This is an optimization exercise on Yosys and OpenROAD, whose aim is small area and a short achievable clock period, not a production implementation.
Function was checked by simulation only, so behaviour that the tests miss may differ from the original.

==> module fma, before the edit <==
module fma #(
    parameter       WORDWIDTH = 32,
    parameter       EXPONENTWIDTH = 8,
    parameter       MANTISSAWIDTH = 23
)(
    input wire                   clk_I,
    input wire                   rst_n_I,
    input wire [WORDWIDTH-1:0]   operand_a_I,
    input wire [WORDWIDTH-1:0]   operand_b_I,
    input wire [WORDWIDTH-1:0]   operand_c_I,
    input wire [2:0]             rnd_mode,
    input                        gate,
    output wire [WORDWIDTH-1:0]  result_O,
    output wire                  flag_overflow_O,
    output wire                  flag_underflow_O,
    output wire                  done_valid_O
);
wire [47:0] pp_s_nc;
reg  [47:0] r1_s_nc;
wire [48:0] pp_t_nc;
reg  [48:0] r1_t_nc;
wire [76:0] q_hi;
wire        st_align, eff_sub, sgn_p, sgn_c, nan_any;
wire [9:0]  sw_raw, ep;
wire [7:0]  ec1;
fma_s0 u_s0 (
  .operand_a_I(operand_a_I), .operand_b_I(operand_b_I), .operand_c_I(operand_c_I),
  .pp_s_nc(pp_s_nc), .pp_t_nc(pp_t_nc),
  .q_hi(q_hi), .st_align(st_align), .eff_sub(eff_sub),
  .sgn_p(sgn_p), .sgn_c(sgn_c), .nan_any(nan_any), .sw_raw(sw_raw), .ep(ep), .ec1(ec1)
);
reg [76:0] r1_q;
reg        r1_st, r1_eff_sub, r1_sgn_p, r1_sgn_c, r1_nan;
reg [9:0]  r1_sw, r1_ep;
reg [7:0]  r1_ec1;
reg [2:0]  r1_rnd;
reg        r1_valid, r1_rst;
always @(posedge clk_I) begin
  r1_s_nc <= pp_s_nc; r1_t_nc <= pp_t_nc; r1_q <= q_hi;
  r1_st <= st_align; r1_eff_sub <= eff_sub; r1_sgn_p <= sgn_p; r1_sgn_c <= sgn_c;
  r1_nan <= nan_any; r1_sw <= sw_raw; r1_ep <= ep; r1_ec1 <= ec1;
  r1_rnd <= rnd_mode;
end
always @(posedge clk_I or negedge rst_n_I) begin
  if (~rst_n_I) begin
    r1_valid <= 1'b0;
    r1_rst   <= 1'b1;
  end else begin
    r1_valid <= ~gate;
    r1_rst   <= 1'b0;
  end
end
wire [30:0] em_i;
wire [2:0]  ab_i;
wire        rs_i, ovf_i, sgn_r;
fma_s1 u_s1 (
  .r1_s_nc(r1_s_nc), .r1_t_nc(r1_t_nc), .r1_q(r1_q),
  .r1_st(r1_st), .r1_eff_sub(r1_eff_sub), .r1_sgn_p(r1_sgn_p), .r1_sgn_c(r1_sgn_c),
  .r1_sw(r1_sw), .r1_ep(r1_ep), .r1_ec1(r1_ec1), .r1_rnd(r1_rnd),
  .em_i(em_i), .ab_i(ab_i), .rs_i(rs_i), .ovf_i(ovf_i), .sgn_r(sgn_r)
);
reg [30:0] r2_em;
reg [2:0]  r2_ab;    
reg        r2_rs, r2_ovf, r2_sgn, r2_zero, r2_valid;
always @(posedge clk_I or negedge rst_n_I) begin
  if (~rst_n_I) begin
    r2_em <= {8'd1, 23'd0}; r2_ab <= 3'd0; r2_rs <= 1'b0; r2_ovf <= 1'b0;
    r2_sgn <= 1'b0; r2_zero <= 1'b1;
  end else if (r1_rst) begin
    r2_em <= 31'd0; r2_ab <= 3'd0; r2_rs <= 1'b0; r2_ovf <= 1'b0;
    r2_sgn <= 1'b0; r2_zero <= 1'b0;
  end else if (r1_valid) begin
    r2_em <= em_i; r2_ab <= ab_i; r2_rs <= rs_i; r2_ovf <= ovf_i;
    r2_sgn <= sgn_r; r2_zero <= r1_nan;
  end
end
always @(posedge clk_I or negedge rst_n_I) begin
  if (~rst_n_I) r2_valid <= 1'b0;
  else          r2_valid <= r1_valid;
end
fma_s2 u_s2 (
  .r2_em(r2_em), .r2_ab(r2_ab), .r2_rs(r2_rs), .r2_ovf(r2_ovf), .r2_sgn(r2_sgn), .r2_zero(r2_zero),
  .result_O(result_O), .flag_overflow_O(flag_overflow_O), .flag_underflow_O(flag_underflow_O)
);
assign done_valid_O = r2_valid;
endmodule
==> module fma_s2, before the edit <==
module fma_s2 (
    input wire [30:0] r2_em,
    input wire [2:0]  r2_ab,
    input wire        r2_rs,
    input wire        r2_ovf,
    input wire        r2_sgn,
    input wire        r2_zero,
    output wire [31:0] result_O,
    output wire        flag_overflow_O,
    output wire        flag_underflow_O
);
wire [30:0] ones;
genvar gk;
generate for (gk = 0; gk < 31; gk = gk + 1) begin : g_ones
  if (gk == 0)
    assign ones[gk] = 1'b1;
  else if (gk < 8)
    assign ones[gk] = &r2_em[gk-1:0];
  else if (gk == 8)
    assign ones[gk] = r2_ab[0];
  else if (gk < 16)
    assign ones[gk] = r2_ab[0] & (&r2_em[gk-1:8]);
  else if (gk == 16)
    assign ones[gk] = r2_ab[0] & r2_ab[1];
  else if (gk < 23)
    assign ones[gk] = r2_ab[0] & r2_ab[1] & (&r2_em[gk-1:16]);
  else if (gk == 23)
    assign ones[gk] = &r2_ab;
  else
    assign ones[gk] = (&r2_ab) & (&r2_em[gk-1:23]);
end endgenerate
wire [30:0] em_o  = r2_em ^ (ones & {31{r2_rs}});
wire [7:0]  ex    = r2_em[30:23];
wire        cy_e  = r2_rs & ones[23];
wire        unf_o = cy_e ? (&ex) : ~|ex;
wire        ovf_o = cy_e ? (ex == 8'd254) : (&ex);
assign result_O         = (r2_zero | unf_o) ? 32'b0 : {r2_sgn, em_o};
assign flag_overflow_O  = r2_ovf | ovf_o;
assign flag_underflow_O = unf_o;
endmodule
Settings: LEC_CHECK=0, ABC_AREA=1, CAP_MARGIN=20, CORE_MARGIN=2, CORE_UTILIZATION=40, SLEW_MARGIN=20; clock period 22.0 ns.
standard.sh (not shown) runs the stock make flow with config.mk's settings and CLKGATE_MAP_FILE= SYNTH_SCRIPT=/design/flow/synth_recipe.tcl, a recipe that flattens the netlist after the stock synthesis.
==> flow/flow/run.sh <==
#!/bin/bash
set -euo pipefail
MARGIN=$(cat flow/margin.txt)
bash standard.sh SETUP_SLACK_MARGIN="$MARGIN" \
  BUFFER_PORTS_ARGS="-buffer_cell sky130_fd_sc_hd__buf_2" finish > standard_flow.log 2>&1
==> flow/flow/margin.txt <==
13
==> next run, changes <==
--- a/flow/design.v
+++ b/flow/design.v
@@ -199,27 +199,30 @@
   .em_i(em_i), .ab_i(ab_i), .rs_i(rs_i), .ovf_i(ovf_i), .sgn_r(sgn_r)
 );
 reg [30:0] r2_em;
 reg [2:0]  r2_ab;    
-reg        r2_rs, r2_ovf, r2_sgn, r2_zero, r2_valid;
-always @(posedge clk_I or negedge rst_n_I) begin
-  if (~rst_n_I) begin
-    r2_em <= {8'd1, 23'd0}; r2_ab <= 3'd0; r2_rs <= 1'b0; r2_ovf <= 1'b0;
-    r2_sgn <= 1'b0; r2_zero <= 1'b1;
-  end else if (r1_rst) begin
+reg        r2_rs, r2_ovf, r2_sgn, r2_zero;
+reg        r2_on, r2_valid;
+always @(posedge clk_I) begin
+  if (r1_rst) begin
     r2_em <= 31'd0; r2_ab <= 3'd0; r2_rs <= 1'b0; r2_ovf <= 1'b0;
     r2_sgn <= 1'b0; r2_zero <= 1'b0;
   end else if (r1_valid) begin
     r2_em <= em_i; r2_ab <= ab_i; r2_rs <= rs_i; r2_ovf <= ovf_i;
     r2_sgn <= sgn_r; r2_zero <= r1_nan;
   end
 end
 always @(posedge clk_I or negedge rst_n_I) begin
-  if (~rst_n_I) r2_valid <= 1'b0;
-  else          r2_valid <= r1_valid;
+  if (~rst_n_I) begin
+    r2_on    <= 1'b0;
+    r2_valid <= 1'b0;
+  end else begin
+    r2_on    <= 1'b1;
+    r2_valid <= r1_valid;
+  end
 end
 fma_s2 u_s2 (
-  .r2_em(r2_em), .r2_ab(r2_ab), .r2_rs(r2_rs), .r2_ovf(r2_ovf), .r2_sgn(r2_sgn), .r2_zero(r2_zero),
+  .r2_em(r2_em), .r2_ab(r2_ab), .r2_rs(r2_rs), .r2_ovf(r2_ovf), .r2_sgn(r2_sgn), .r2_zero(r2_zero), .r2_on(r2_on),
   .result_O(result_O), .flag_overflow_O(flag_overflow_O), .flag_underflow_O(flag_underflow_O)
 );
 assign done_valid_O = r2_valid;
 endmodule
@@ -2431,8 +2434,9 @@
     input wire        r2_rs,
     input wire        r2_ovf,
     input wire        r2_sgn,
     input wire        r2_zero,
+    input wire        r2_on,
     output wire [31:0] result_O,
     output wire        flag_overflow_O,
     output wire        flag_underflow_O
 );
@@ -2460,8 +2464,8 @@
 wire [7:0]  ex    = r2_em[30:23];
 wire        cy_e  = r2_rs & ones[23];
 wire        unf_o = cy_e ? (&ex) : ~|ex;
 wire        ovf_o = cy_e ? (ex == 8'd254) : (&ex);
-assign result_O         = (r2_zero | unf_o) ? 32'b0 : {r2_sgn, em_o};
-assign flag_overflow_O  = r2_ovf | ovf_o;
-assign flag_underflow_O = unf_o;
+assign result_O         = (~r2_on | r2_zero | unf_o) ? 32'b0 : {r2_sgn, em_o};
+assign flag_overflow_O  = r2_on & (r2_ovf | ovf_o);
+assign flag_underflow_O = r2_on & unf_o;
 endmodule
Result: Cell area stays flat; area after synthesis decreases by 1.6%; hold slack is better by 0.073 ns; first-iteration DRC count decreases by 1.9%; utilization increases by 0.78 points; sequential share of layout area decreases by 0.36 points; wire length increases by 2.5%; clock skew stays flat.

[re-timing with driven ports]
No port has a modelled driver above. Below, the same layouts with a new extraction and two added sets of constraints. Step 1 (the two cells are an assumption about what drives the block):
set clk [get_ports {clk_I}]
set_driving_cell -lib_cell sky130_fd_sc_hd__clkbuf_16 $clk
set_driving_cell -lib_cell sky130_fd_sc_hd__buf_2 [delete_from_list [all_inputs] $clk]
Step 2 times the ports against the registers' clock, not the clock port: input delays grow and output delays shrink by t, the midpoint of the rising clock arrivals with the driver on. Slacks: ideal ports / drivers / drivers and shift; pairs: ideal ports / drivers.
run	t, ns	setup slack, ns	latest minus earliest clock arrival (ns)	worst register clock-pin slew, ns
the first run	0.672	13.221 / 13.271 / 12.599	0.039 / 0.039	0.07 / 0.07
the second run	0.637	13.075 / 13.075 / 12.568	0.032 / 0.032	0.07 / 0.07
After both steps setup and hold are still met in every run listed. For the first run, which loses most, drivers alone change the setup slack by +0.050 ns; drivers and shift together by -0.622 ns.
